What follows belongs to an exercise in optimizing a design on an open flow for small area; a production flow would make more cautious choices. At most, simulation tests tie the RTL to the original design; equivalence was not proved. No functional check of the RTL was part of run 1. Power and IR drop assume default switching activity.

<file path="config.mk">
export PLATFORM = sky130hd
export DESIGN_NAME = Segway
export DESIGN_NICKNAME = Segway
export VERILOG_FILES = /design/flow/design.v
export SDC_FILE = /design/flow/constraint.sdc
export NUM_CORES = 4
export LEC_CHECK = 0
export ABC_AREA = 1
export CAP_MARGIN = 20
export CORE_MARGIN = 2
export CORE_UTILIZATION = 40
export SLEW_MARGIN = 20
</file>
<file path="constraint.sdc">
create_clock -name core_clock -period 12.0 [get_ports {clk}]
set_input_delay 2.4000 -clock core_clock [delete_from_list [all_inputs] [get_ports {clk}]]
set_output_delay 2.4000 -clock core_clock [all_outputs]
set_load 0.01 [all_outputs]
</file>
<file path="design.v">
module rst_synch(RST_n, clk, rst_n);
input RST_n, clk;
output reg rst_n;
logic q1;  
always_ff @(negedge clk, negedge RST_n) begin
	if(!RST_n) begin
		q1 <= 1'b0;
		rst_n <= 1'b0;
	end
	else	begin
	    q1 <= 1'b1;
		rst_n <= q1;
	end
end
endmodule
module UART_rx(clk, rst_n, RX, clr_rdy, is_67, is_73, rdy);
input clk, rst_n, RX, clr_rdy;
output reg is_67, is_73;
output reg rdy;
logic start, shft;
logic [3:0] bit_cnt;
logic [11:0] baud_cnt;	 
logic IM_1, IM_2;
logic recieving;
logic state;			 
localparam [7:0] B67 = 8'h67;
localparam [7:0] B73 = 8'h73;
assign shft = (baud_cnt == 12'h1B1);
always_ff @(posedge clk) begin
	IM_1 <= RX;
	IM_2 <= IM_1;
end
wire [2:0] bidx = bit_cnt[2:0] - 3'd1;
wire dbit = (bit_cnt != 0) && (bit_cnt <= 8);
always_ff @(posedge clk) begin
	if (start) begin
		is_67 <= 1'b1;
		is_73 <= 1'b1;
	end else if (shft && dbit) begin
		is_67 <= is_67 & (IM_2 == B67[bidx]);
		is_73 <= is_73 & (IM_2 == B73[bidx]);
	end
end
always_ff @(posedge clk) begin
	if(start)
		baud_cnt <= 12'hE77;
	else if(shft)
		baud_cnt <= 12'h000;
	else if(recieving)
		baud_cnt <= {baud_cnt[10:0], ~(baud_cnt[11] ^ baud_cnt[5] ^ baud_cnt[3] ^ baud_cnt[0])};
end
always_ff @(posedge clk) begin
	if(start)
		bit_cnt <= 0;
	else if(shft)
		bit_cnt <= bit_cnt + 1;
end
assign start = !state & !IM_2;
assign recieving = state;
wire set_rdy = state & (bit_cnt == 10);
always_ff @ (posedge clk, negedge rst_n) begin
	if(!rst_n)
		state <= 1'b0;
	else if (start)
		state <= 1'b1;
	else if (set_rdy)
		state <= 1'b0;
end
always_ff @ (posedge clk, negedge rst_n) begin
	if(!rst_n) 
		rdy <= 1'b0;
	else if(clr_rdy)
		rdy <= 1'b0;
	else if(start)
		rdy <= 1'b0;
	else if(set_rdy)
		rdy <= 1'b1;
end
endmodule
module Auth_blk(clk, rst_n, RX, rider_off, pwr_up);
input clk, rst_n, RX, rider_off;
output reg pwr_up;
logic clr_rx_rdy, rx_rdy;
logic is_67, is_73;
UART_rx iUART(.clk, .rst_n, .RX, .clr_rdy(clr_rx_rdy), .is_67, .is_73, .rdy(rx_rdy));
typedef enum reg[1:0] {OFF,PWR1,PWR2} state_t;
state_t state, nxt_state;
always_ff @ (posedge clk, negedge rst_n) begin
	if(!rst_n)
		state <= OFF;
	else
		state <= nxt_state;
end
always_comb begin
	pwr_up = 0;
	clr_rx_rdy = 0;
	nxt_state = state;
	case(state)
		OFF:begin
			if(rx_rdy) begin
				if(is_67) begin
				    pwr_up = 1;
					nxt_state = PWR1;
				end
				clr_rx_rdy = 1;
			end
		end
		PWR1:begin
			pwr_up = 1;
			if(rx_rdy) begin
				if(is_73) 
					if(rider_off) begin
						nxt_state = OFF;
						pwr_up = 0;
					end
					else begin
						pwr_up = 1;
						nxt_state = PWR2;
					end
				clr_rx_rdy = 1;
			end
		end
		PWR2: begin 
			pwr_up = 1;
			if(rider_off) begin
				pwr_up = 0;
				nxt_state = OFF;
			end
			else if(rx_rdy) begin
				if(is_67) begin
					pwr_up = 1;
					nxt_state = PWR1;
				end
				clr_rx_rdy = 1;
			end
		end
		default: nxt_state = OFF;
	endcase 
end
endmodule
module SPI_mnrch #(parameter RW = 16) (clk, rst_n, MISO, wrt, SS_n, SCLK, done, rd_data, bit_cntr, init);
input clk, rst_n;
input MISO;
input wrt;
output reg SS_n;
output SCLK;
output reg done;
output reg [RW-1:0] rd_data;
output reg [3:0] bit_cntr;
output init;
logic shft, smpl, ld_SCLK, init, done15, set_done, shift_im;
logic [3:0] SCLK_div;
logic MISO_smpl;
typedef enum reg[1:0] {IDLE,FRONT_PORCH, WORKHORSE, BACK_PORCH} state_t;
state_t state, nxt_state;
always_ff @(posedge clk) begin
	if(ld_SCLK)
		SCLK_div <= 4'b1011;
	else
		SCLK_div <= SCLK_div + 1;
end
assign SCLK = SCLK_div[3];
assign smpl = (SCLK_div == 4'b0111);
assign shift_im = (SCLK_div == 4'b1111);
always_ff @(posedge clk) begin
	if(smpl)
		MISO_smpl <= MISO;
end
always_ff @(posedge clk) begin	
	if(shft)
		rd_data <= {rd_data[RW-2:0], MISO_smpl};
end
always_ff @(posedge clk) begin
	if(init)
		bit_cntr <= 4'h0;
	else if(shft)
		bit_cntr <= bit_cntr + 1;
end
assign done15 = &bit_cntr;
always_ff @ (posedge clk, negedge rst_n) begin
	if(!rst_n)
		state <= IDLE;
	else
		state <= nxt_state;
end
always_comb begin
	init = 1'b0;
	ld_SCLK = 1'b0;
	set_done = 1'b0;
	shft = 1'b0;
	nxt_state = state;
	case (state)
		IDLE: begin
		    ld_SCLK = 1'b1;
			if(wrt) begin
				init = 1'b1;
				nxt_state = FRONT_PORCH;
			end	
		end
		FRONT_PORCH: begin 
			if(shift_im)
				nxt_state = WORKHORSE;
		end
		WORKHORSE: begin
			shft = shift_im;
			if(done15) begin
				nxt_state = BACK_PORCH;
			end
		end
		BACK_PORCH: begin
			if(shift_im) begin
			    shft = 1'b1;
				ld_SCLK = 1'b1;
				set_done = 1'b1;
			    nxt_state = IDLE;
			end
		end
	endcase
end
always_ff @ (posedge clk, negedge rst_n) begin
	if(!rst_n)
		SS_n <= 1'b1;
	else if(init)
		SS_n <= 1'b0;
	else if(set_done)
		SS_n <= 1'b1;
end
always_ff @ (posedge clk, negedge rst_n) begin
	if(!rst_n)
		done <= 1'b0;
	else if(init)
		done <= 1'b0;
	else if(set_done)
		done <= 1'b1;
end
endmodule
module inertial_integrator(clk, rst_n, vld, ptch_rt, AZ, ptch, win, step);
input clk, rst_n, vld;
input signed [15:0]ptch_rt;
input signed [15:0]AZ;
output signed [15:0]ptch;
input win;			 
input [5:0] step;	 
localparam [15:0] AZ_K = 16'hFF60;	 
reg signed [26:0]ptch_int;
assign ptch = ptch_int[26:11];
reg sc;				 
reg [8:1] d;		 
reg [2:0] cy;		 
reg ybit;			 
wire lo = (step < 6'd16);
wire az_b = AZ[step[3:0]];
wire k_b = AZ_K[step[3:0]];
wire cur = lo ? (az_b ^ k_b ^ sc) : d[1];
wire [5:0] pidx = step - 6'd13;
wire pb = (step < 6'd13) ? 1'b0 : (step > 6'd28) ? ~ptch[15] : ~ptch[pidx[3:0]];
wire [3:0] col = !cur + d[3] + d[6] + d[8] + pb + cy;
always_ff @(posedge clk) begin
	if (!win) begin
		sc <= 1'b0;
		d <= 8'h00;
		cy <= 3'b001;
	end else begin
		sc <= (az_b & k_b) | (az_b & sc) | (k_b & sc);
		d <= {d[7:1], cur};
		cy <= col[3:1];
	end
	ybit <= col[0];
end
wire fus_pos = ~ybit;
wire w = ptch_rt[15] & ~|ptch_rt[14:7] & (ptch_rt[6:0] < 7'h50);
wire [26:0] nb = ~{{11{ptch_rt[15]}}, ptch_rt};
wire [26:0] kk = {{10{~fus_pos | w}}, ~fus_pos ^ w, {5{~fus_pos}}, 11'h451};
always @(posedge clk, negedge rst_n)
	if(!rst_n)
		ptch_int <= 0;
	else if(vld)
		ptch_int <= ptch_int + nb + kk;
endmodule
module inert_intf(clk,rst_n,ptch,ptch_rt,vld,SS_n,SCLK,
                  MOSI,MISO,INT,boot);
  parameter fast_sim = 1;
  input clk, rst_n;
  input MISO;
  input INT;
  input boot;				 
  output signed [15:0] ptch;
  output signed [15:0] ptch_rt;
  output reg vld;
  output SS_n,SCLK,MOSI;
  reg [9:0] timer;			 
  reg [7:0] AZl;
  reg [7:0] ptch_rt_h,ptch_rt_l;
  reg INT_ff1,INT_ff2;
  reg [2:0] cmd_id;			 
  logic wrt;
  logic clr_tmr;
  logic capture_ptchl,capture_ptchh;
  logic capture_AZl;
  wire done, init;
  wire [7:0] inert_data;
  wire [3:0] bit_cntr;
  wire signed [15:0] AZ;
  typedef enum reg [3:0] {INIT1,INIT2,INIT3,INIT4,WAIT,PTCHL,PTCHH,
                          AZL,AZH} state_t;
  state_t state,nxt_state;
  SPI_mnrch #(8) iSPI(.clk(clk),.rst_n(rst_n),.SS_n(SS_n),.SCLK(SCLK),
                  .MISO(MISO),.wrt(wrt),.done(done),
				  .rd_data(inert_data),.bit_cntr(bit_cntr),.init(init));
  logic [15:0] cmd;
  always_comb
    case (cmd_id)
      3'd0: cmd = 16'h0D02;
      3'd1: cmd = 16'h1053;
      3'd2: cmd = 16'h1150;
      3'd3: cmd = 16'h1460;
      3'd4: cmd = 16'hA200;
      3'd5: cmd = 16'hA300;
      3'd6: cmd = 16'hAC00;
      default: cmd = 16'hAD00;
    endcase
  assign MOSI = cmd[~bit_cntr];
  always_ff @(posedge clk)
    if (init)
      cmd_id <= state[2:0];
  wire win = (state == AZH) && (&timer[9:6]);
  inertial_integrator iINT(.clk(clk), .rst_n(rst_n), .vld(vld),
                           .ptch_rt(ptch_rt), .AZ(AZ), .ptch(ptch),
                           .win(win), .step(timer[5:0]));
  always_ff @(posedge clk) begin
	  INT_ff1 <= INT;
	  INT_ff2 <= INT_ff1;
	end
  always_ff @(posedge clk,negedge rst_n)
    if (!rst_n)
	  state <= INIT1;
	else
	  state <= nxt_state;
  always_ff @(posedge clk, negedge rst_n)
    if (!rst_n)
	   timer <= 0;
	 else if (clr_tmr)
	   timer <= 0;
	 else
	   timer <= timer + 1;
  always_comb begin
    clr_tmr = 0;
    wrt = 0;
	capture_ptchl = 0;
	capture_ptchh = 0;
	capture_AZl = 0;
	vld = 0;
	nxt_state = INIT1;
	 case (state)
	   INIT1 : begin
		  if (boot) begin
		    wrt = 1;
		    nxt_state = INIT2;
		  end
	   end
	   INIT2 : begin
		  if (&timer) begin
		    wrt = 1;
		    nxt_state = INIT3;
		  end else
		    nxt_state = INIT2;
	   end
	   INIT3 : begin
		  if (&timer) begin
		    wrt = 1;
		    nxt_state = INIT4;
		  end else
		    nxt_state = INIT3;
	   end
	   INIT4 : begin
		  if (&timer) begin
		    wrt = 1;
		    nxt_state = WAIT;
		  end else 
		    nxt_state = INIT4;
	   end
	   WAIT : begin
	     if (INT_ff2) begin
		    wrt = 1;
		    clr_tmr = 1;
		    nxt_state = PTCHL;
		  end else
		    nxt_state = WAIT;
	   end
	   PTCHL : begin
		  capture_ptchl = done;
		  if (&timer) begin
		    wrt = 1;
		    nxt_state = PTCHH;
		  end else
		    nxt_state = PTCHL;
      end
	   PTCHH : begin
		  capture_ptchh = done;
		  if (&timer) begin
		    wrt = 1;
		    nxt_state = AZL;
		  end else
		    nxt_state = PTCHH;
      end
	   AZL : begin
		  capture_AZl = done;
		  if (&timer) begin
		    wrt = 1;
		    nxt_state = AZH;
		  end else
		    nxt_state = AZL;
      end
	   AZH : begin
		  if (&timer) begin
		    vld = 1;
		    nxt_state = WAIT;
		  end else
		    nxt_state = AZH;
      end
	   default : begin
	  	  clr_tmr = 1;
	     nxt_state = INIT1;
	   end
	 endcase
  end
  always_ff @(posedge clk, negedge rst_n)
    if (!rst_n)
	  ptch_rt_l <= 8'h00;
    else if (capture_ptchl)
	  ptch_rt_l <= inert_data;
  always_ff @(posedge clk, negedge rst_n)
    if (!rst_n)
	  ptch_rt_h <= 8'h00;
    else if (capture_ptchh)
	  ptch_rt_h <= inert_data;
  always_ff @(posedge clk)
    if (capture_AZl)
	  AZl <= inert_data;
  assign AZ = {inert_data,AZl};
  assign ptch_rt = {ptch_rt_h,ptch_rt_l};
endmodule
module PID(clk, rst_n, vld, pwr_up, rider_off, ptch, ptch_rt, PID_cntrl, ss_tmr);
	parameter fast_sim = 1;
	input clk, rst_n, vld, pwr_up, rider_off;
	input logic signed [15:0]ptch, ptch_rt;
	output logic signed [11:0]PID_cntrl;
	output [7:0]ss_tmr;
	logic signed [9:0] ptch_err_sat;
	logic signed [14:0]I_term;
	reg signed [17:0] integrator;
	wire signed [17:0]ptch_err_sat_sext;
	wire signed [17:0]I_mux1_mux2;
	wire signed[17:0]ptch_err_sat_sext_sum;
	wire I_overflow;
	logic signed [12:0]D_term_temp;
	logic signed [12:0]D_term;
	logic signed [15:0] I_term_sext, D_term_sext, PID_sum;
	reg [11:0] ss_pre;
	reg [7:0] ss_cnt;
	wire pre_wrap = (ss_pre == 12'h23F);
	always_ff @(posedge clk)begin
		if(!pwr_up) begin
			ss_cnt <= 8'h00;
			ss_pre <= 12'h000;
		end else if(!(&ss_cnt)) begin
			ss_pre <= pre_wrap ? 12'h000 : {ss_pre[10:0], ~(ss_pre[11] ^ ss_pre[5] ^ ss_pre[3] ^ ss_pre[0])};
			if (pre_wrap)
				ss_cnt <= ss_cnt + 1'b1;
		end
	end
	assign ss_tmr = ss_cnt;
	assign ptch_err_sat = (~ptch[15] && (|ptch[14:9]))?10'h1ff:
								(ptch[15] && !(&ptch[14:9]))? 10'h200:
								{ptch[15], ptch[8:0]};
	assign ptch_err_sat_sext = {{8{ptch_err_sat[9]}},ptch_err_sat};
	assign ptch_err_sat_sext_sum = ptch_err_sat_sext + integrator;
	assign I_overflow = (ptch_err_sat_sext[17] == integrator[17] && ptch_err_sat_sext_sum[17] != integrator[17])? 1:0;
	always_ff @(posedge clk)begin
		if(rider_off)
			integrator <= 0;
		else if(vld && !I_overflow)
			integrator <= ptch_err_sat_sext_sum;
	end
	generate if(fast_sim)begin
		assign I_term = (~integrator[17] && (|integrator[17:15]))? 15'h3fff:
						(integrator[17] && ~&integrator[17:15])? 15'h4000:
						integrator[15:1];
	end
	else begin
		assign I_term = {{3{integrator[17]}}, integrator[17:6]};
	end
	endgenerate
	assign D_term_temp = {{3{ptch_rt[15]}} ,ptch_rt[15:6]};
	assign D_term = ~D_term_temp;
	assign I_term_sext = {I_term[14],I_term};
	assign D_term_sext = {{3{D_term[12]}},D_term};
	assign PID_sum = {{6{ptch_err_sat[9]}}, ptch_err_sat} * 16'sd12 + I_term_sext + D_term_sext;
	always_ff @(posedge clk)
		PID_cntrl <= (~PID_sum[15] && (|PID_sum[14:11]))? 12'h7ff:
							(PID_sum[15] && !(&PID_sum[14:11]))? 12'h800:
							{PID_sum[15],PID_sum[10:0]};
endmodule
module SegwayMath(clk, PID_cntrl, ss_tmr, steer_sc, en_steer, pwr_up, lft_mag, lft_sgn, rght_mag, rght_sgn, too_fast);
input clk;
input signed [11:0] PID_cntrl;
input [7:0] ss_tmr;
input signed [9:0] steer_sc;	 
input en_steer, pwr_up;
output [10:0] lft_mag, rght_mag;
output lft_sgn, rght_sgn;
output reg too_fast;
logic signed [19:0] prod_cntrl_ss;
logic signed [11:0] PID_ss;
logic signed [12:0] lft_torque, rght_torque;
logic lft_fast, rght_fast;
assign prod_cntrl_ss = PID_cntrl * $signed({1'b0,ss_tmr});
assign PID_ss = prod_cntrl_ss[19:8];
wire signed [9:0] sp = en_steer ? steer_sc : 10'sd0;
assign lft_torque = PID_ss + sp;
assign rght_torque = PID_ss - sp;
shape iSL(.t(lft_torque), .pwr_up(pwr_up), .mag(lft_mag), .sgn(lft_sgn), .fast(lft_fast));
shape iSR(.t(rght_torque), .pwr_up(pwr_up), .mag(rght_mag), .sgn(rght_sgn), .fast(rght_fast));
always_ff @(posedge clk)
	too_fast <= lft_fast | rght_fast;
endmodule
module shape(input signed [12:0] t, input pwr_up, output [10:0] mag, output sgn, output fast);
	wire neg = t[12];
	wire [11:0] u = t[11:0] ^ {12{neg}};
	wire big = (u[11:6] != 6'd0) | (u[5:0] > (neg ? 6'd59 : 6'd60));
	wire [5:0] hi = u[11:6] + 6'd15;
	wire [10:0] mbig = (u[11:6] >= 6'd17) ? 11'h7FF : {hi[4:0], u[5:0]};
	wire [10:0] msmall = {u[6:0], {4{neg}}};
	assign mag = !pwr_up ? 11'h000 : big ? mbig : msmall;
	assign sgn = pwr_up & neg;
	assign fast = pwr_up & ~neg & (u > 12'd832);
endmodule
module balance_cntrl(clk,rst_n,vld,ptch,ptch_rt,pwr_up,rider_off,steer_sc,en_steer,lft_mag,lft_sgn,rght_mag,rght_sgn,too_fast);
parameter fast_sim = 1'b1;
input clk,rst_n;   
input vld;   
input [15:0] ptch;   
input [15:0] ptch_rt;   
input pwr_up;   
input rider_off;   
input signed [9:0] steer_sc;   
input en_steer;  
output [10:0] lft_mag, rght_mag;   
output lft_sgn, rght_sgn;   
output too_fast;   
logic [11:0] PID_cntrl;
logic [7:0] ss_tmr;
PID #(fast_sim) iPID(.clk(clk),.rst_n(rst_n),.vld(vld),.ptch(ptch),.ptch_rt(ptch_rt), .pwr_up(pwr_up),
					.rider_off(rider_off),.PID_cntrl(PID_cntrl), .ss_tmr(ss_tmr));
SegwayMath iSegwayMath(.clk(clk), .PID_cntrl(PID_cntrl), .ss_tmr(ss_tmr),.steer_sc(steer_sc), .en_steer(en_steer), 
						.pwr_up(pwr_up), .lft_mag, .lft_sgn, .rght_mag, .rght_sgn, .too_fast(too_fast));
endmodule
module steer_en_SM(clk,rst_n,tmr_full,sum_gt_min,sum_lt_min,diff_gt_1_4,
                   diff_gt_15_16,clr_tmr,en_steer,rider_off,steer_st);
 input clk;				 
  input rst_n;				 
  input tmr_full;			 
  input sum_gt_min;			 
  input sum_lt_min;			 
  input diff_gt_1_4;		 
  input diff_gt_15_16;		 
  output logic clr_tmr;		 
  output logic en_steer;	 
  output logic rider_off;	 
  output logic steer_st;	 
  typedef enum reg[1:0] {IDLE, RIDER_ON, STEER_ENABLED} state_t;
	state_t state, nxt_state;
	assign steer_st = (state == STEER_ENABLED);
  always_ff @(posedge clk, negedge rst_n) begin  
		if(!rst_n)
			state <= IDLE;
		else
			state <= nxt_state;
	end
  always_comb begin  
	nxt_state = state;
	clr_tmr = 1'b0;
	en_steer = 1'b0;
	rider_off = 1'b1;
	case(state)
		IDLE: begin 
				if(sum_gt_min) begin  
					rider_off = 1'b0;
					nxt_state = RIDER_ON;
					clr_tmr = 1'b1;
				end
			end	
		RIDER_ON: begin 
					if(sum_lt_min) begin  
						nxt_state = IDLE;
					end
					else if(~diff_gt_1_4 && tmr_full) begin 
						nxt_state = STEER_ENABLED;
						rider_off = 1'b0;
						en_steer = 1'b1;
						clr_tmr = 1'b1;
					end
					else if(~diff_gt_1_4) begin
						rider_off = 1'b0;
					end
					else if(tmr_full) begin
						rider_off = 1'b0;
						clr_tmr = 1'b1;
					end
					else begin  
						clr_tmr = 1'b0;
						rider_off = 1'b0;
					end
				end	
		STEER_ENABLED: begin
				if(sum_lt_min) begin  
					nxt_state = IDLE;
				end
				else if(diff_gt_15_16) begin
					nxt_state = RIDER_ON;
					clr_tmr = 1'b1;
					rider_off = 1'b0;
				end
				else begin  
					en_steer = 1'b1;
					rider_off = 1'b0;
				end
			end
		endcase
	end
endmodule
module steer_en(clk, rst_n, lft_ld, rght_ld, en_steer, rider_off);
	parameter fast_sim = 1;
	input clk, rst_n;
	input [11:0] lft_ld, rght_ld;
	output en_steer, rider_off;
	localparam MIN_RIDER_WT = 12'h200;
	localparam WT_HYSTERESIS = 8'h40;
	logic [12:0]sum;
	logic [11:0]diff;
	logic [11:0]sum_15_16;
	logic [11:0]thr;
	logic clr, full, steer_st, diff_gt;
	logic sum_lt_min, sum_gt_min;
	reg [15:0]tmr;		 
	assign sum = lft_ld + rght_ld;
	assign diff = lft_ld - rght_ld;
	assign sum_lt_min = (sum < MIN_RIDER_WT - WT_HYSTERESIS);
	assign sum_gt_min = (sum > MIN_RIDER_WT + WT_HYSTERESIS);
	wire [3:0] g = sum[3:1] + sum[3:2] + sum[3];
	assign sum_15_16 = {sum[11:4], g} - {3'b000, sum[12:4]};
	assign thr = steer_st ? sum_15_16 : {1'b0, sum[12:2]};
	wire neg = diff[11];
	wire [11:0] x = diff ^ {12{neg}};
	wire [12:0] cmp = {1'b0, x} + {1'b0, ~thr} + neg;
	assign diff_gt = cmp[12];
	always @(posedge clk)
		if(clr)
			tmr <= '0;
		else
			tmr <= {tmr[14:0], ~(tmr[15] ^ tmr[14] ^ tmr[12] ^ tmr[3])};
	assign full = (tmr == 16'hD577);
	steer_en_SM SM(.clk, .rst_n, .clr_tmr(clr), .tmr_full(full), .sum_gt_min, .sum_lt_min,
	               .diff_gt_1_4(diff_gt), .diff_gt_15_16(diff_gt), .rider_off, .en_steer, .steer_st);
endmodule
module PWM11(clk, rst_n, cnt, duty, en, PWM_sig);
input clk, rst_n;
input [10:0] cnt;
input [10:0] duty;
input en;			 
output reg PWM_sig;
always_ff @(posedge clk)
	PWM_sig <= en & (cnt < duty);
endmodule
module mtr_drv(clk,rst_n,lft_mag_in,lft_sgn_in,rght_mag_in,rght_sgn_in,OVR_I_lft,OVR_I_rght,PWM1_lft,
               PWM2_lft,PWM1_rght,PWM2_rght);
  input clk,rst_n;
  input [10:0] lft_mag_in, rght_mag_in;
  input lft_sgn_in, rght_sgn_in;
  input OVR_I_lft, OVR_I_rght;
  output PWM1_lft, PWM2_lft, PWM1_rght, PWM2_rght;
  reg [10:0] cnt;
  reg [10:0] lft_mag, rght_mag;
  reg lft_sgn, rght_sgn, lft_sgn_nxt, rght_sgn_nxt;
  reg spd_vld;
  reg OVR_I_ff1,OVR_I_ff2,OVR_I_ff3;
  reg OVR_I_shtdwn;
  reg [6:0] OVR_I_cnt;
  reg [3:0] PWM_cycle_cnt;
  reg OVR_I_inc_blank_n;
  wire PWM_lft,PWM_rght;
  wire PWM_synch, pre_synch;
  wire OVR_I_rise;
  wire OVR_I_blank_n;
  always_ff @(posedge clk, negedge rst_n)
    if(!rst_n) 
      cnt <= 11'h000;
    else 
      cnt <= cnt + 1;
  assign PWM_synch = &cnt;
  assign pre_synch = (cnt == 11'h7FE);
  assign OVR_I_blank_n = |cnt[10:8];
  always_ff @(posedge clk, negedge rst_n)
    if (!rst_n)
      spd_vld <= 1'b0;
    else if (pre_synch)
      spd_vld <= 1'b1;
  always_ff @(posedge clk)
    if (pre_synch) begin
	   lft_mag <= lft_mag_in;
	   rght_mag <= rght_mag_in;
      lft_sgn_nxt <= lft_sgn_in;
      rght_sgn_nxt <= rght_sgn_in;
    end
  always_ff @(posedge clk)
    if (PWM_synch) begin
	   lft_sgn <= lft_sgn_nxt;
	   rght_sgn <= rght_sgn_nxt;
	 end
  PWM11 iPWM_lft(.clk(clk), .rst_n(rst_n), .cnt(cnt), .duty(lft_mag), .en(spd_vld), .PWM_sig(PWM_lft)); 
  PWM11 iPWM_rght(.clk(clk), .rst_n(rst_n), .cnt(cnt), .duty(rght_mag), .en(spd_vld), .PWM_sig(PWM_rght));
  always_ff @(posedge clk, negedge rst_n)
    if (!rst_n) begin
	  OVR_I_ff1 <= 1'b0;
	  OVR_I_ff2 <= 1'b0;
	  OVR_I_ff3 <= 1'b0;
	end else begin
	  OVR_I_ff1 <= OVR_I_blank_n & (OVR_I_lft | OVR_I_rght);
	  OVR_I_ff2 <= OVR_I_ff1;
	  OVR_I_ff3 <= OVR_I_ff2;
	end
  assign OVR_I_rise = OVR_I_ff2 & ~OVR_I_ff3;
  always_ff @(posedge clk, negedge rst_n)
    if (!rst_n)
      OVR_I_cnt <= 7'h00;
    else if (OVR_I_rise & OVR_I_inc_blank_n)
      OVR_I_cnt <= OVR_I_cnt + 1;
    else if ((&PWM_cycle_cnt) & PWM_synch & (|OVR_I_cnt))
	  OVR_I_cnt <= OVR_I_cnt - 1;
  always_ff @(posedge clk)
    if (PWM_synch)
	  OVR_I_inc_blank_n <= 1'b1;
	else if (OVR_I_rise)
	  OVR_I_inc_blank_n <= 1'b0;
  always_ff @(posedge clk, negedge rst_n)
    if (!rst_n)
	  PWM_cycle_cnt <= 4'h0;
	else if (PWM_synch)
	  PWM_cycle_cnt <= PWM_cycle_cnt + 1;
  always_ff @(posedge clk, negedge rst_n)
    if (!rst_n)
	  OVR_I_shtdwn <= 1'b0;
	else if (&OVR_I_cnt)
	  OVR_I_shtdwn <= 1'b1;
  wire off = OVR_I_ff2 | ~OVR_I_inc_blank_n | OVR_I_shtdwn;
  assign PWM1_lft = ~off & ~lft_sgn & PWM_lft;
  assign PWM2_lft = ~off & lft_sgn & PWM_lft;
  assign PWM1_rght = ~off & ~rght_sgn & PWM_rght;
  assign PWM2_rght = ~off & rght_sgn & PWM_rght;
endmodule
module A2D_intf(input clk, rst_n, MISO, nxt, 
				output reg[11:0] lft_ld, rght_ld,
				output reg signed [9:0] steer_sc,
				output reg batt11,
				output SS_n, SCLK, MOSI);
logic wrt, done, update, init;
logic [11:0] rd_data;
logic [3:0] bit_cntr;
logic[1:0] counter;
logic [11:0] steer_pot_limited, m;
logic signed [7:0] q;
logic signed [9:0] steer_scaled;
assign steer_pot_limited = (rd_data < 12'h200) ? 12'h200 :
                           (rd_data > 12'hE00) ? 12'hE00 :
                           rd_data;
assign m = steer_pot_limited + 12'd1;
assign q = {~m[11], m[10:4]};
assign steer_scaled = {q[7], q, 1'b0} + {{2{q[7]}}, q} + m[3];
SPI_mnrch #(12) iSPI(.clk, .rst_n, .MISO, .wrt, .SCLK, .SS_n, .done, .rd_data, .bit_cntr, .init);
always_ff @(posedge clk, negedge rst_n) begin
	if(!rst_n) lft_ld <= 12'h000;
	else if(counter == 0 && update) lft_ld <= rd_data;
end
always_ff @(posedge clk, negedge rst_n) begin
	if(!rst_n) rght_ld <= 12'h000;
	else if(counter == 1 && update) rght_ld <= rd_data;
end
always_ff @(posedge clk, negedge rst_n) begin
	if(!rst_n) steer_sc <= -10'sd288;		 
	else if(counter == 2 && update) steer_sc <= steer_scaled;
end
always_ff @(posedge clk, negedge rst_n) begin
	if(!rst_n) batt11 <= 1'b0;
	else if(counter == 3 && update) batt11 <= rd_data[11];
end
always_ff @(posedge clk, negedge rst_n) begin
	if(!rst_n) counter <= 0;
	else if(update) counter <= counter + 1;
end
assign MOSI = (bit_cntr == 4'd2) ? (counter != 0) :
              (bit_cntr == 4'd3) ? (counter == 3) :
              (bit_cntr == 4'd4) ? (counter == 2) : 1'b0;
typedef enum reg[1:0] {IDLE, WRITE, READ, WAIT} state_t;
state_t state, nxt_state;
always_ff @(posedge clk, negedge rst_n) begin
	if(!rst_n) state <= IDLE;
	else state <= nxt_state;
end
always_comb begin
	wrt = 0;
	update = 0;
	nxt_state = state;
	case(state)
		IDLE: begin
			if(nxt) begin
				nxt_state = WRITE;
				wrt = 1;
			end
		end
		WRITE: begin
			if(done) begin
				nxt_state = WAIT;
			end
		end
		WAIT: begin
			wrt = 1;
			nxt_state = READ;
		end
		READ: begin
			if(done) begin
				update = 1;
				nxt_state = IDLE;
			end
		end
	endcase
end
endmodule
module piezo_drv(input clk, input rst_n, input en_steer, input too_fast, input batt_low, output piezo, output piezo_n, output boot);
parameter fast_sim = 1'b1;
logic [18:0] note_tmr;		 
logic [8:0] freq_tmr;		 
logic [21:0] repeat_tmr;	 
logic note_tmr_full, repeat_full, rst_note_dur;
logic freq_full;
logic [8:0] half;
typedef enum reg[2:0] {IDLE, NOTE1, NOTE2, NOTE3, NOTE4, NOTE5, NOTE6} state_nm;
state_nm state, nxt_state;
wire [21:0] repeat_nxt = {repeat_tmr[20:0], ~(repeat_tmr[21] ^ repeat_tmr[20])};
assign repeat_full = (repeat_tmr == 22'h38C82B);
assign boot = (repeat_tmr == 22'h3878F7);
always_ff @(posedge clk, negedge rst_n) begin
	if(!rst_n)
		repeat_tmr <= '0;
	else if(repeat_full)
		repeat_tmr <= '0; 
	else
		repeat_tmr <= repeat_nxt;
end
always_ff @(posedge clk) begin
	if(rst_note_dur | note_tmr_full)
		note_tmr <= '0;
	else
		note_tmr <= note_tmr + 1'b1;
end
always_ff @(posedge clk) begin
	if (freq_full || rst_note_dur)
		freq_tmr <= '0;
	else
		freq_tmr <= freq_tmr + 1'b1;	
end
assign piezo = (freq_tmr >= half);
assign piezo_n = ~piezo;
always_ff @(posedge clk, negedge rst_n) begin
	if(!rst_n) 
		state <= IDLE;
	else
		state <= nxt_state;
end
always_comb begin
	nxt_state = state;
	rst_note_dur = 1'b0;
	freq_full = (freq_tmr >= 9'd297);
	half = 9'd149;
	note_tmr_full = note_tmr[17];
	case(state)
		IDLE: begin
			if(too_fast)
				nxt_state = NOTE1;
			else if(repeat_full) begin
				if(batt_low)
					nxt_state = NOTE6;
				else if(en_steer)
					nxt_state = NOTE1;
			end
			rst_note_dur = 1'b1;
		end
		NOTE1: begin
			freq_full = (freq_tmr >= 9'd499);
			half = 9'd250;
			if(note_tmr_full) begin
				if(too_fast)
					nxt_state = NOTE2;
				else if(batt_low)
					nxt_state = IDLE;
				else if(en_steer)
					nxt_state = NOTE2;
				else 
					nxt_state = IDLE;
			end
		end
		NOTE2: begin
			freq_full = (freq_tmr >= 9'd374);
			half = 9'd187;
			if(note_tmr_full) begin
				if(too_fast)
					nxt_state = NOTE3;
				else if(batt_low)
					nxt_state = NOTE1;
				else if(en_steer)
					nxt_state = NOTE3;
				else 
					nxt_state = IDLE;
			end
		end
		NOTE3: begin
			if(note_tmr_full) begin
				if(too_fast)
					nxt_state = NOTE1;
				else if(batt_low)
					nxt_state = NOTE2;
				else if(en_steer)
					nxt_state = NOTE4;
				else 
					nxt_state = IDLE;
			end
		end
		NOTE4: begin
			freq_full = (freq_tmr >= 9'd250);
			half = 9'd125;
			note_tmr_full = note_tmr[17] & note_tmr[16];
			if(note_tmr_full) begin
				if(batt_low)
					nxt_state = NOTE3;
				else if(en_steer)
					nxt_state = NOTE5;
				else 
					nxt_state = IDLE;
			end
		end
		NOTE5: begin
			note_tmr_full = note_tmr[16];
			if(note_tmr_full) begin
				if(batt_low)
					nxt_state = NOTE4;
				else if(en_steer)
					nxt_state = NOTE6;
				else 
					nxt_state = IDLE;
			end
		end
		NOTE6: begin
			freq_full = (freq_tmr >= 9'd250);
			half = 9'd125;
			note_tmr_full = note_tmr[18];
			if(note_tmr_full) begin
				if(batt_low)
					nxt_state = NOTE5;
				else
					nxt_state = IDLE;
			end
		end
		default: ;
	endcase
end
endmodule
module Segway(clk,RST_n,INERT_SS_n,INERT_MOSI,INERT_SCLK,
              INERT_MISO,INERT_INT,A2D_SS_n,A2D_MOSI,A2D_SCLK,
			  A2D_MISO,PWM1_lft,PWM2_lft,PWM1_rght,PWM2_rght,
			  OVR_I_lft,OVR_I_rght,piezo_n,piezo,RX);
  input clk,RST_n;
  input INERT_MISO;						 
  input A2D_MISO;						 
  input INERT_INT;						 
  input OVR_I_lft,OVR_I_rght;			 
  input RX;								 
  output A2D_SS_n, INERT_SS_n;			 
  output A2D_MOSI, INERT_MOSI;			 
  output A2D_SCLK, INERT_SCLK;			 
  output PWM1_lft, PWM2_lft;  			 
  output PWM1_rght,PWM2_rght;			 
  output piezo_n,piezo;					 
  logic rst_n;							 
  logic vld;								 
  logic [15:0] ptch;						 
  logic [15:0] ptch_rt;
  logic [10:0] lft_mag, rght_mag;		 
  logic lft_sgn, rght_sgn;				 
  logic lft_rev, rght_rev;				 
  logic [11:0] lft_ld, rght_ld;		 
  logic batt11;							 
  logic signed [9:0] steer_sc;			 
  logic norm_mode;						 
  logic en_steer;						 
  logic rider_off;						 
  logic batt_low;
  logic too_fast;
  logic boot;							 
  logic pwr_up;							 
  localparam BATT_THRES = 12'h800;
  localparam fast_sim = 1;
  Auth_blk iAuth(.clk(clk),.rst_n(rst_n),.RX(RX),.rider_off(rider_off),.pwr_up(pwr_up));
  inert_intf #(fast_sim) iNEMO(.clk(clk),.rst_n(rst_n),.ptch(ptch),.ptch_rt(ptch_rt),
                   .vld(vld),.SS_n(INERT_SS_n),.SCLK(INERT_SCLK),
				   .MOSI(INERT_MOSI),.MISO(INERT_MISO),
				   .INT(INERT_INT),.boot(boot));
  balance_cntrl #(fast_sim) iBAL(.clk(clk),.rst_n(rst_n),.vld(vld),.ptch(ptch),
                     .ptch_rt(ptch_rt),.pwr_up(pwr_up),.rider_off(rider_off),
					 .steer_sc(steer_sc),.en_steer(en_steer),.lft_mag(lft_mag),.lft_sgn(lft_sgn),
					 .rght_mag(rght_mag),.rght_sgn(rght_sgn),.too_fast(too_fast));
  steer_en #(fast_sim) iSTR(.clk(clk),.rst_n(rst_n),.lft_ld(lft_ld),
                            .rght_ld(rght_ld),
							.en_steer(en_steer),.rider_off(rider_off));
  mtr_drv iDRV(.clk(clk),.rst_n(rst_n),.lft_mag_in(lft_mag),.lft_sgn_in(lft_sgn),
               .rght_mag_in(rght_mag),.rght_sgn_in(rght_sgn),.PWM1_lft(PWM1_lft),.PWM2_lft(PWM2_lft),
			   .PWM1_rght(PWM1_rght),.PWM2_rght(PWM2_rght),
			   .OVR_I_lft(OVR_I_lft),.OVR_I_rght(OVR_I_rght));
  A2D_intf iA2D(.clk(clk),.rst_n(rst_n),.nxt(vld),.lft_ld(lft_ld),.rght_ld(rght_ld),
                .batt11(batt11),.steer_sc(steer_sc),.SS_n(A2D_SS_n),.SCLK(A2D_SCLK),
				.MOSI(A2D_MOSI),.MISO(A2D_MISO));
  assign batt_low = ~batt11;		 
  piezo_drv #(fast_sim) iBUZZ(.clk(clk),.rst_n(rst_n),.en_steer(en_steer),.too_fast(too_fast),
              .batt_low(batt_low),.piezo(piezo),.piezo_n(piezo_n),.boot(boot));
  rst_synch iRST(.clk(clk),.RST_n(RST_n),.rst_n(rst_n));
endmodule
</file>
<file path="flow/run.sh">
#!/bin/bash
set -euo pipefail
export FLOW_FLOW_DIR=$(cd "$(dirname "${BASH_SOURCE[0]}")" && pwd)
CTS_SIZE=${CTS_SIZE:-18}
CTS_DIAM=${CTS_DIAM:-70}
{ cat "$FLOW_FLOW_DIR/abc_override.tcl"; cat synth_recipe.tcl; } > my_synth.tcl
bash standard.sh SYNTH_SCRIPT=$PWD/my_synth.tcl \
  "SYNTH_OPERATIONS_ARGS=-booth -extra-map $FLOW_FLOW_DIR/lcu_ripple.v" \
  ADDER_MAP_FILE= \
  "CTS_ARGS=-sink_clustering_enable -repair_clock_nets -sink_clustering_size $CTS_SIZE -sink_clustering_max_diameter $CTS_DIAM -buf_list sky130_fd_sc_hd__clkbuf_8 -dont_use_dummy_load" \
  "BUFFER_PORTS_ARGS=-buffer_cell sky130_fd_sc_hd__buf_1" \
  finish > flow.log 2>&1
</file>
<file path="flow/abc_override.tcl">
# Map with an area-oriented ABC script instead of the flow's default one.
# Only the combinational mapping changes; the registers are mapped before.
proc abc {args} {
  set i [lsearch -exact $args -script]
  if { $i >= 0 } {
    set args [lreplace $args [expr {$i + 1}] [expr {$i + 1}] $::env(FLOW_FLOW_DIR)/area.abc]
  }
  yosys abc {*}$args
}
</file>
<file path="flow/area.abc">
strash
dc2
dch -f
amap
strash
dc2
dch -f
amap
topo
</file>
<file path="flow/lcu_ripple.v">
(* techmap_celltype = "$lcu" *)
module _80_lcu_ripple (P, G, CI, CO);
	parameter WIDTH = 2;
	(* force_downto *)
	input [WIDTH-1:0] P, G;
	input CI;
	(* force_downto *)
	output [WIDTH-1:0] CO;
	genvar i;
	generate for (i = 0; i < WIDTH; i = i + 1) begin : g
		if (i == 0)
			assign CO[i] = G[i] | (P[i] & CI);
		else
			assign CO[i] = G[i] | (P[i] & CO[i-1]);
	end endgenerate
endmodule
</file>
<file path="standard.sh">
#!/bin/bash
# synth_recipe.tcl (not shown) runs the flow's synth.tcl, then flattens the netlist and writes it again
# the make line also repeats each setting of config.mk as NAME=value (left out here)
make -C /OpenROAD-flow-scripts/flow DESIGN_CONFIG=/design/flow/config.mk WORK_HOME=/design/flow/orfs CLKGATE_MAP_FILE= SYNTH_SCRIPT=/design/flow/synth_recipe.tcl "${@:-finish}"
</file>
==> results of run 1 <==
sequential cells by signal, summed over array words and instances (netlist names), 16 cells and up:
name,flops
iNEMO.iINT.ptch_int,27
iBUZZ.note_tmr,19
iBAL.iPID.integrator,18
iBUZZ.repeat_tmr,22
iSTR.tmr,16
worst max path at each step:
stage | endpoint | slack (ps) | cells after the start
final | iDRV.lft_mag[2] | 1480 | 79
after global routing | iDRV.rght_mag[1] | -50 | 79
after CTS | iDRV.lft_mag[3] | 150 | 76
after detailed placement | iDRV.rght_mag[0] | 270 | 78
after global placement | iDRV.rght_mag[0] | 870 | 78
after floorplan | iDRV.rght_mag[0] | 780 | 76
layout make-up:
cell class / count / share of cell area, %
sequential: 372 / 37.6
timing repair buffer: 59 / 1.63
inverter: 360 / 5.80
clock buffer: 30 / 1.75
multi-input combinational: 2233 / 49.5
tap: 696 / 3.69
cell usage in the layout (no fill, tap or decap), types with 12 or more instances in the layout:
| cell | n |
|---|---|
| nor2_1 | 512 |
| o21ai_0 | 356 |
| clkinv_1 | 354 |
| nand2_1 | 343 |
| a21oi_1 | 218 |
| o22ai_1 | 185 |
| dfrtp_1 | 156 |
| dfxtp_1 | 149 |
| o21a_1 | 95 |
| nor3_1 | 82 |
| edfxtp_1 | 59 |
| a22oi_1 | 49 |
| a21o_1 | 41 |
| buf_4 | 39 |
| a211oi_1 | 31 |
| clkbuf_8 | 30 |
| a31oi_1 | 28 |
| nor2b_1 | 27 |
| and2_0 | 19 |
| a221oi_1 | 19 |
| o221ai_1 | 19 |
| nand3_1 | 19 |
| buf_1 | 19 |
| and3_1 | 16 |
| o31ai_1 | 14 |
| nor4_1 | 14 |
| o32ai_1 | 13 |
| o221a_1 | 13 |
| nand4_1 | 12 |
cells by family after synthesis:
logic type	count (synthesis)
AO/OA/AOI/OAI	1144
AND/OR/NAND/NOR	1088
flip-flops	372
buffers and inverters	372
other	1
metrics by stage:
step                      hold slack (ps)  area (sq um)  TNS (ps)
final                                 318         23600         0
after global routing                  329         23600      -233
after CTS                             323         23400         0
after detailed placement              298         23000         0
after global placement                298         23000         0
after floorplan                       292         21800         0
timing repair:
item                                    CTS  global route
setup buffers                             0            11
endpoints found under the setup margin    0            23
gates resized for setup                   0            26
layer usage:
layer | vias up | track usage, % | wire length (um)
met5 | - | 0 | 13
met4 | 2 | 4.92 | 1370
met3 | 83 | 2.13 | 1900
met2 | 356 | 30.6 | 23700
met1 | 9275 | 24.7 | 25100
li1 | 10867 | - | -
power by group:
part | switching, mW | internal (mW) | total (mW) | leakage [nW]
logic | 0.0557 | 0.0291 | 0.0849 | 4.63
registers | 0.0166 | 1.30 | 1.31 | 3.81
clock network | 0.395 | 0.222 | 0.617 | 0.216
==> results.ini, run 1 <==
[yosys]
seq_area_frac_synth_pct=40.6
synth-simple-area-share_pct=20.8
synth_commonest_cells=nor2_1, o21ai_0, clkinv_1
yosysMostFrequentCell=nor2_1
synth_xor_area_share_pct=0
synth-compound-area-share_pct=32.2
synth_cell_types=57
async_flop_share_pct=44.1
yosysTopAreaCellShare_pct=17.9
synth-edff-count=59
syn-cell-area_sq_mm=0.0218
synthTopCellsByArea=dfrtp_1, dfxtp_1, nor2_1
synth_adder_area_share_pct=0
synth_top_family_by_area=compound AO/OA/AOI/OAI gates
synthCells=2977
yosys.area.top_type=dfrtp_1
synth.avg_cell_area_sq_um=7.34
ys_warn_count=15
muxShareOfSynthArea_pct=0
synth-seq-cells=372
ys.flop_type=dfrtp_1
synth_fp_nets=2985

[sta]
fin_crit_sh_pct=87.7
setup_slack_ps=1480
slew_violations=0
fin_skew_ps=128
worst_pin_slew_ps=968
max_freq_mhz=95.0
period_minus_slack_ps=10520
max_slew_margin_pct=35.0
finalSetupViolCount=0
hold_viol=0

[detailed_routing]
first_pass_iters=5
wl_um=52100
wl_per_cell_um=13.9
drc=0
viasPerCell=5.49
drt_iter0_drc=1040
antenna_left=0
vias=20583

[layout]
final_util_pct=43.7
multiInputGateArea_sq_mm=0.0117
seq_area_sq_mm=0.00887
num-nets-final=3064
layout-drive-gt1-share_pct=3.24
antenna_cells=0
nFillCells=5403
final_cells=3750
syn_to_final_growth_pct=7.89

[pwr]
p_leak_nw=8.66
report.power.total_mw=2.02
ir_drop_mv=0.0825
power.density_mw_per_mm2=85.5

[critical_path]
path_max_fanout=15
cp_data_required_time_ps=12280
r2r_start=iA2D.rght_ld[1]
reg2reg_slack_ps=1480
slowest_stage=dfrtp_1
crit_path_end_kind=flip-flop
cp-start-kind=flip-flop
crit_type=reg -> reg
worst-r2r-cell-count=79
cp_top_family=compound AO/OA/AOI/OAI gates
critical_path.n_buffers_inverters=7
critical_path_arrival_ps=10810
max_stage_delay_ps=400
reg2reg_to=iDRV.lft_mag[2]
path_common_cell=nand2_1
crit_path_start=iA2D.rght_ld[1]

[flow_run]
drv_cap=0

[global_route]
track_usage_pct=18.2
grt_pass1_vias=18575
grt_overflow=0
grt_pass1_wl_um=87900
antenna_found_initial=1
grt_start_max_net_pins=163

[floorplanning]
num_rows=85
die_width_um=238
chipHeight_um=238
initial_utilization_pct=40.5
ios=20
dieArea_sq_mm=0.0565
core_area_sq_mm=0.0539

[outcome]
outcome=timing/DRC/antenna clean

[cts]
cts-hold-fix-buffers=0
clkLatencyLatePin_ps=680
htree_num_levels=1
clk_pin_slew_ps=80
numClockSinks=372
cts_buffer_depth=3
cts_inserted_buffers=30
cts_root_buf=clkbuf_8
cts_tree=yes

[place]
hpwl_um=38900
pre_cts_slack_ps=271
placedCellCount=3709
place_congestion=0.873
port_buffers=19

[hold_path]
hold_start=iRST.q1
hold_end=iRST.rst_n
holdPathStages=0
hp-class=reg -> reg

==> run 2, diff against run 1 <==
--- a/design.v
+++ b/design.v
@@ -514,7 +514,23 @@
 logic signed [11:0] PID_ss;
 logic signed [12:0] lft_torque, rght_torque;
 logic lft_fast, rght_fast;
-assign prod_cntrl_ss = PID_cntrl * $signed({1'b0,ss_tmr});
+wire [10:0] bx = {2'b00, ss_tmr, 1'b0};
+wire [12:0] a1 = {PID_cntrl[11], PID_cntrl};
+wire [12:0] a2 = {PID_cntrl, 1'b0};
+wire [19:0] pp [0:4];
+wire [4:0] ng;
+genvar k;
+generate for (k = 0; k < 5; k = k + 1) begin : booth
+	wire b2 = bx[2*k+2], b1 = bx[2*k+1], b0 = bx[2*k];
+	wire one = b1 ^ b0;
+	wire two = (b2 & ~b1 & ~b0) | (~b2 & b1 & b0);
+	assign ng[k] = b2 & ~(b1 & b0);
+	wire [12:0] m = ({13{one}} & a1) | ({13{two}} & a2);
+	wire [12:0] x = m ^ {13{ng[k]}};
+	assign pp[k] = {{7{x[12]}}, x} << (2*k);
+end endgenerate
+wire [19:0] negs = {11'd0, ng[4], 1'b0, ng[3], 1'b0, ng[2], 1'b0, ng[1], 1'b0, ng[0]};
+assign prod_cntrl_ss = pp[0] + pp[1] + pp[2] + pp[3] + pp[4] + negs;
 assign PID_ss = prod_cntrl_ss[19:8];
 wire signed [9:0] sp = en_steer ? steer_sc : 10'sd0;
 assign lft_torque = PID_ss + sp;
--- a/flow/run.sh
+++ b/flow/run.sh
@@ -5,7 +5,7 @@
 CTS_DIAM=${CTS_DIAM:-70}
 { cat "$FLOW_FLOW_DIR/abc_override.tcl"; cat synth_recipe.tcl; } > my_synth.tcl
 bash standard.sh SYNTH_SCRIPT=$PWD/my_synth.tcl \
-  "SYNTH_OPERATIONS_ARGS=-booth -extra-map $FLOW_FLOW_DIR/lcu_ripple.v" \
+  "SYNTH_OPERATIONS_ARGS=-extra-map $FLOW_FLOW_DIR/lcu_ripple.v" \
   ADDER_MAP_FILE= \
   "CTS_ARGS=-sink_clustering_enable -repair_clock_nets -sink_clustering_size $CTS_SIZE -sink_clustering_max_diameter $CTS_DIAM -buf_list sky130_fd_sc_hd__clkbuf_8 -dont_use_dummy_load" \
   "BUFFER_PORTS_ARGS=-buffer_cell sky130_fd_sc_hd__buf_1" \
--- a/config.mk
+++ b/config.mk
@@ -8,5 +8,5 @@
 export ABC_AREA = 1
 export CAP_MARGIN = 20
 export CORE_MARGIN = 2
-export CORE_UTILIZATION = 40
+export CORE_UTILIZATION = 55
 export SLEW_MARGIN = 20
==> run 2 against run 1 <==
Against the previous run:
- die area is 27% lower
- hold slack got worse by 15 ps
- cell area fell by 0.74%
- still clean on timing, DRC and antenna
==> results.ini, run 2 <==
[outcome]
outcome=timing/DRC/antenna clean  ; unchanged

[layout]
final_common_cell=nor2_1  ; unchanged
reg_top3=iNEMO.iINT.ptch_int (27), iBUZZ.repeat_tmr (22), iBUZZ.note_tmr (19)  ; unchanged
nFillCells=3661  ; was 5403
final_cell_mix=nor2_1, clkinv_1, nand2_1, o21ai_0, a21oi_1  ; was nor2_1, o21ai_0, clkinv_1, nand2_1, a21oi_1
antenna_cells=0  ; unchanged
largest-register=iNEMO.iINT.ptch_int  ; unchanged
syn_to_final_growth_pct=6.77  ; was 7.89%
multiInputGateArea_sq_mm=0.0116  ; was 0.0117 sq mm
num-nets-final=3104  ; was 3064
seq_area_sq_mm=0.00887  ; unchanged
final_cell_area_sq_mm=0.0234  ; was 0.0236 sq mm
layout-drive-gt1-share_pct=3.04  ; was 3.24%
largest_reg_flops=27  ; unchanged

[detailed_routing]
wl_met1_um=24400  ; was 25100 um
drc=0  ; unchanged
dr_wl_met2_um=23200  ; was 23700 um
viasPerCell=5.71  ; was 5.49
antenna_left=0  ; unchanged
top_layer=met4  ; was met5
vias=20660  ; was 20583
drt_iter0_drc=1386  ; was 1040
wl_met3_um=1820  ; was 1900 um
wl_um=50400  ; was 52100 um
wl_per_cell_um=13.9  ; about the same
first_pass_iters=5  ; unchanged

[pwr]
power.density_mw_per_mm2=89.4  ; was 85.5 mW/mm^2
ir_drop_mv=0.123  ; was 0.0825 mV
p_sw_share_pct=24.7  ; was 23.2%
p_seq_share_pct=63.6  ; was 65.2%
switchingPower_uw=516  ; was 468 uW
p_leak_nw=8.69  ; was 8.66 nW
cell_internal_pwr_mw=1.58  ; was 1.55 mW
p_clk_share_pct=29.4  ; was 30.6%
pwr-share-comb_pct=7.0  ; was 4.2%

[place]
hpwl_um=37300  ; was 38900 um
placed_area_sq_mm=0.0228  ; was 0.0230 sq mm
pre_cts_slack_ps=231  ; was 271 ps
place_congestion=0.894  ; was 0.873
port_buffers=19  ; unchanged

[yosys]
synth-edff-count=59  ; unchanged
async_flop_share_pct=44.1  ; unchanged
synth_fp_nets=3029  ; was 2985
syn-cell-area_sq_mm=0.0219  ; was 0.0218 sq mm
synthTopCellsByArea=dfrtp_1, dfxtp_1, nor2_1  ; unchanged
yosys.area.top_type=dfrtp_1  ; unchanged
synth_commonest_cells=nor2_1, clkinv_1, nand2_1  ; was nor2_1, o21ai_0, clkinv_1
synth-seq-cells=372  ; unchanged
yosysTopAreaCellShare_pct=17.8  ; was 17.9%
yosysMostFrequentCell=nor2_1  ; unchanged
ys_warn_count=15  ; unchanged
synthCells=3021  ; was 2977
synth.avg_cell_area_sq_um=7.25  ; was 7.34 sq um
ys.flop_type=dfrtp_1  ; unchanged
synth_cell_types=61  ; was 57
seq_area_frac_synth_pct=40.5  ; was 40.6%

[cts]
clk_pin_slew_ps=80  ; about the same
cts_inserted_buffers=30  ; unchanged
cts_tree=yes  ; unchanged
clkLatencyLatePin_ps=650  ; was 680 ps
cts_root_buf=clkbuf_8  ; unchanged
numClockSinks=372  ; unchanged
cts_buffer_depth=3  ; unchanged
htree_num_levels=1  ; unchanged

[critical_path]
cp-start-kind=flip-flop  ; unchanged
cp_top_family=compound AO/OA/AOI/OAI gates  ; unchanged
crit_path_end_kind=flip-flop  ; unchanged
critical_path_arrival_ps=11100  ; was 10810 ps
path_max_fanout=21  ; was 15
critical_path.n_buffers_inverters=11  ; was 7
max_stage_delay_ps=400  ; about the same
crit_type=reg -> reg  ; unchanged
slowest_stage=dfrtp_1  ; unchanged
cp_data_required_time_ps=12450  ; was 12280 ps

[hold_path]
hp-class=reg -> reg  ; unchanged

[sta]
max_slew_margin_pct=31.8  ; was 35.0%
worst_pin_slew_ps=1010  ; was 968 ps
period_minus_slack_ps=10650  ; was 10520 ps
fin_skew_ps=73.7  ; was 128 ps
max_freq_mhz=93.9  ; was 95.0 MHz
slew_violations=0  ; unchanged
fin_crit_sh_pct=88.7  ; was 87.7%
setup_slack_ps=1350  ; was 1480 ps
finalSetupViolCount=0  ; unchanged
hold_viol=0  ; unchanged

[floorplanning]
core_area_sq_mm=0.0395  ; was 0.0539 sq mm
chipHeight_um=204  ; was 238 um
ios=20  ; unchanged
dieArea_sq_mm=0.0415  ; was 0.0565 sq mm
num_rows=73  ; was 85
initial_utilization_pct=55.4  ; was 40.5%
die_width_um=204  ; was 238 um

[global_route]
grt_start_max_net_pins=163  ; unchanged
track_usage_pct=24.4  ; was 18.2%
grt_pass1_vias=18868  ; was 18575
grt_pass1_wl_um=86400  ; was 87900 um
grt_overflow=0  ; unchanged
antenna_found_initial=0  ; was 1

[flow_run]
drv_cap=0  ; unchanged

[run 2: changes by cell type in the layout (fill, tap and decap cells not counted), sizes merged, moves of 11 or more]
cell,before,now
o21ai,362,340
o21a,96,120
o221ai,19,8
o31ai,14,3
a31oi,28,15
or2,10,25
nor2,517,538
a21o,41,16
nand2,343,370
clkinv,354,385
[run 2: cell families after synthesis]
group / after synthesis / share of synthesized area (%)
AO/OA/AOI/OAI: 1091 / 30.5
buffers and inverters: 401 / 6.87
flip-flops: 372 / 40.5
AND/OR/NAND/NOR: 1155 / 22.1
other: 1 / 0.0171
XOR/XNOR: 1 / 0.0400
[run 2: final cells by class]
class                      instances  share of cell area, %
multi-input combinational       2248                   49.7
sequential                       372                   37.9
inverter                         389                   6.27
tap                              525                   2.81
clock buffer                      30                   1.76
timing repair buffer              55                   1.53
[run 2: repair_timing]
item | 4_1_cts | 5_1_grt
gates resized for setup | 0 | 29
endpoints found under the setup margin | 0 | 23
buffers inserted | 0 | 9
hold buffers | 0 | 0
[run 2: metal layers]
metal | GRT usage (%) | vias up
met4 | 5.34 | 0
met2 | 42.0 | 351
met3 | 2.49 | 59
met1 | 33.3 | 9345
met5 | 0 | -
li1 | - | 10905
[run 2: per-stage QoR]
step | util, % | hold slack (ps) | total power, mW | TNS, ps | cells
finish | 59.2 | 303 | 2.09 | 0 | 3619
global placement | 57.7 | 294 | 1.50 | 0 | 3580
CTS | 58.7 | 308 | 2.12 | 0 | 3610
floorplan | - | 292 | 1.46 | 0 | 3021
detailed placement | 57.7 | 307 | 1.50 | 0 | 3580
global route | 59.2 | 313 | 2.19 | -426 | 3619
[run 2: power groups by stage]
stage          registers (mW)  logic [mW]  clock network (mW)
2_1_floorplan            1.36       0.101                   0
3_5_place_dp             1.36       0.148                   0
3_3_place_gp             1.36       0.143                   0
6_report                 1.33       0.147               0.615
4_1_cts                  1.33       0.148               0.644
5_1_grt                  1.34       0.170               0.685
[run 2: worst paths after layout]
| path | slack, ps | cells past startpoint | endpoint | start |
|---|---|---|---|---|
| worst max register to register | 1350 | 73 | iDRV.rght_mag[2] | iA2D.rght_ld[1] |
| worst max-delay path | 1350 | 73 | iDRV.rght_mag[2] | iA2D.rght_ld[1] |
| min in group asynchronous | 6430 | 1 | iAuth.iUART.state | iRST.rst_n |
| worst min-delay path | 300 | 0 | iRST.rst_n | iRST.q1 |
| max in group asynchronous | 4370 | 1 | iRST.q1 | RST_n |
| worst min register to register | 300 | 0 | iRST.rst_n | iRST.q1 |
==> run 3, diff against run 2 <==
--- a/config.mk
+++ b/config.mk
@@ -8,5 +8,5 @@
 export ABC_AREA = 1
 export CAP_MARGIN = 20
 export CORE_MARGIN = 2
-export CORE_UTILIZATION = 55
+export CORE_UTILIZATION = 40
 export SLEW_MARGIN = 20
==> run 3 against run 2 <==
Against the previous run:
- global-route usage down 6.5 points
- sequential share of layout area down 0.45 points
- die area up 37%
- critical path type unchanged
- hold slack about the same
- cell area up 1.2%
==> results.ini, run 3 <==
[yosys]
yosys.area.top_type=dfrtp_1  ; unchanged
synthCells=3021  ; unchanged
seq_area_frac_synth_pct=40.5  ; unchanged
synth_commonest_cells=nor2_1, clkinv_1, nand2_1  ; unchanged
synth-edff-count=59  ; unchanged
async_flop_share_pct=44.1  ; unchanged
synth.avg_cell_area_sq_um=7.25  ; unchanged
ys_warn_count=15  ; unchanged
yosysMostFrequentCell=nor2_1  ; unchanged
yosysTopAreaCellShare_pct=17.8  ; unchanged
synth_cell_types=61  ; unchanged
synth-seq-cells=372  ; unchanged
syn-cell-area_sq_mm=0.0219  ; unchanged
synth_fp_nets=3029  ; unchanged
synthTopCellsByArea=dfrtp_1, dfxtp_1, nor2_1  ; unchanged
ys.flop_type=dfrtp_1  ; unchanged

[critical_path]
cp_data_required_time_ps=12350  ; was 12450 ps
path_common_cell=nand2_1
critical_path_arrival_ps=10740  ; was 11100 ps
crit_path_end_kind=flip-flop  ; unchanged
critical_path.n_buffers_inverters=8  ; was 11
path_max_fanout=14  ; was 21
cp-start-kind=flip-flop  ; unchanged
slowest_stage=o21ai_0  ; was dfrtp_1
crit_type=reg -> reg  ; unchanged
cp_top_family=simple AND/OR/NAND/NOR gates  ; was compound AO/OA/AOI/OAI gates
max_stage_delay_ps=400  ; about the same

[cts]
numClockSinks=372  ; unchanged
cts_inserted_buffers=31  ; was 30
clk_pin_slew_ps=100  ; was 80 ps
cts_root_buf=clkbuf_8  ; unchanged
clkLatencyLatePin_ps=690  ; was 650 ps
cts_buffer_depth=3  ; unchanged
htree_num_levels=1  ; unchanged
cts-hold-fix-buffers=0  ; unchanged
cts_tree=yes  ; unchanged

[detailed_routing]
viasPerCell=5.43  ; was 5.71
first_pass_iters=5  ; unchanged
wl_um=51400  ; was 50400 um
drc=0  ; unchanged
vias=20584  ; was 20660
antenna_left=0  ; unchanged
wl_per_cell_um=13.6  ; was 13.9 um
drt_iter0_drc=1124  ; was 1386

[floorplanning]
initial_utilization_pct=40.6  ; was 55.4%
die_width_um=238  ; was 204 um
dieArea_sq_mm=0.0567  ; was 0.0415 sq mm
core_area_sq_mm=0.0540  ; was 0.0395 sq mm
ios=20  ; unchanged
chipHeight_um=238  ; was 204 um
num_rows=85  ; was 73

[global_route]
grt_overflow=0  ; unchanged
use_met1_pct=24.1  ; was 33.3%
grt_pass1_wl_um=87100  ; was 86400 um
antenna_found_initial=1  ; was 0
gr-max-usage-layer=met2  ; unchanged
grtUsageMet3_pct=2.08  ; was 2.49%
grt_start_max_net_pins=163  ; unchanged
gr-usage-met2_pct=30.7  ; was 42.0%
grt_pass1_vias=18874  ; was 18868
track_usage_pct=17.9  ; was 24.4%

[sta]
setup_slack_ps=1610  ; was 1350 ps
slew_violations=0  ; unchanged
max_freq_mhz=96.2  ; was 93.9 MHz
hold_viol=0  ; unchanged
worst_pin_slew_ps=1020  ; was 1010 ps
max_slew_margin_pct=31.6  ; was 31.8%
finalSetupViolCount=0  ; unchanged
fin_skew_ps=126  ; was 73.7 ps
fin_crit_sh_pct=86.6  ; was 88.7%
period_minus_slack_ps=10390  ; was 10650 ps

[place]
placedCellCount=3753  ; was 3580
pre_cts_slack_ps=205  ; was 231 ps
hpwl_um=37800  ; was 37300 um
place_congestion=0.858  ; was 0.894
port_buffers=19  ; unchanged
placed_area_sq_mm=0.0230  ; was 0.0228 sq mm

[flow_run]
drv_cap=0  ; unchanged

[pwr]
p_leak_nw=8.70  ; was 8.69 nW
power.density_mw_per_mm2=89.4  ; about the same
ir_drop_mv=0.0976  ; was 0.123 mV

[layout]
final_cells=3792  ; was 3619
final_cell_mix=nor2_1, clkinv_1, nand2_1, o21ai_0, a21oi_1  ; unchanged
final_common_cell=nor2_1  ; unchanged
final_cell_area_sq_mm=0.0237  ; was 0.0234 sq mm
reg_top3=iNEMO.iINT.ptch_int (27), iBUZZ.repeat_tmr (22), iBUZZ.note_tmr (19)  ; unchanged
layout-drive-gt1-share_pct=3.42  ; was 3.04%
num-nets-final=3105  ; was 3104
largest_reg_flops=27  ; unchanged
largest-register=iNEMO.iINT.ptch_int  ; unchanged
syn_to_final_growth_pct=8.06  ; was 6.77%

[outcome]
outcome=timing/DRC/antenna clean  ; unchanged

[hold_path]
hp-class=reg -> reg  ; unchanged

run 3: logic make-up after synthesis:
group	after synthesis	synth area share (%)
simple gates	1155	22.1
compound gates	1091	30.5
buf+inv	401	6.87
flops	372	40.5
xor+xnor	1	0.0400
other cells	1	0.0171
run 3: worst paths after layout:
kind / from / to / slack, ps / depth (start not counted)
worst min-delay path: iRST.q1 / iRST.rst_n / 300 / 0
max in group asynchronous: RST_n / iRST.rst_n / 4410 / 1
min in group asynchronous: iRST.rst_n / iA2D.lft_ld[0] / 6370 / 1
worst min register to register: iRST.q1 / iRST.rst_n / 300 / 0
worst max register to register: iA2D.lft_ld[1] / iDRV.lft_mag[3] / 1610 / 70
worst max-delay path: iA2D.lft_ld[1] / iDRV.lft_mag[3] / 1610 / 70
run 3: worst register-to-register path, delay by kind of cell (launching register included):
| family | cells | cell delay (ps) |
|---|---|---|
| AND/OR/NAND/NOR | 37 | 4280 |
| buffers and inverters | 8 | 1600 |
| AO/OA/AOI/OAI | 25 | 3810 |
| flip-flops | 1 | 380 |
run 3: what timing repair did:
action / CTS / global route
setup endpoints to repair: 0 / 24
setup buffers: 0 / 6
gates resized for setup: 0 / 44
run 3: per-stage QoR:
step                      util [%]  hold WS [ps]  setup TNS, ps  power (mW)
final                         43.8           303              0        2.12
after global routing          43.8           313           -691        2.22
after CTS                     43.5           305              0        2.16
after detailed placement      42.7           304              0        1.51
after global placement        42.7           301              0        1.50
after floorplan                  -           292              0        1.46
run 3: layout make-up:
cell class                      count  area, sq um
Fill cell                        5376        30300
Timing Repair Buffer               54          350
Tap cell                          696          871
Timing Repair inverter              1         5.00
Clock buffer                       31          427
Sequential cell                   372         8870
Inverter                          389         1470
Antenna cell                        1         2.50
Multi-Input combinational cell   2248        11700
run 3: power breakdown:
group | total (mW) | leakage, nW | internal (mW) | switching (mW)
logic | 0.150 | 4.66 | 0.0509 | 0.0989
registers | 1.33 | 3.82 | 1.31 | 0.0244
clock network | 0.636 | 0.223 | 0.229 | 0.407
total | 2.12 | 8.70 | 1.59 | 0.530
run 3: routing by layer:
| metal | share of wire (%) | wire length [um] |
|---|---|---|
| met1 | 49 | 25000 |
| met2 | 46 | 23700 |
| met3 | 3.3 | 1720 |
| met4 | 1.9 | 988 |
| met5 | 0 | 0 |
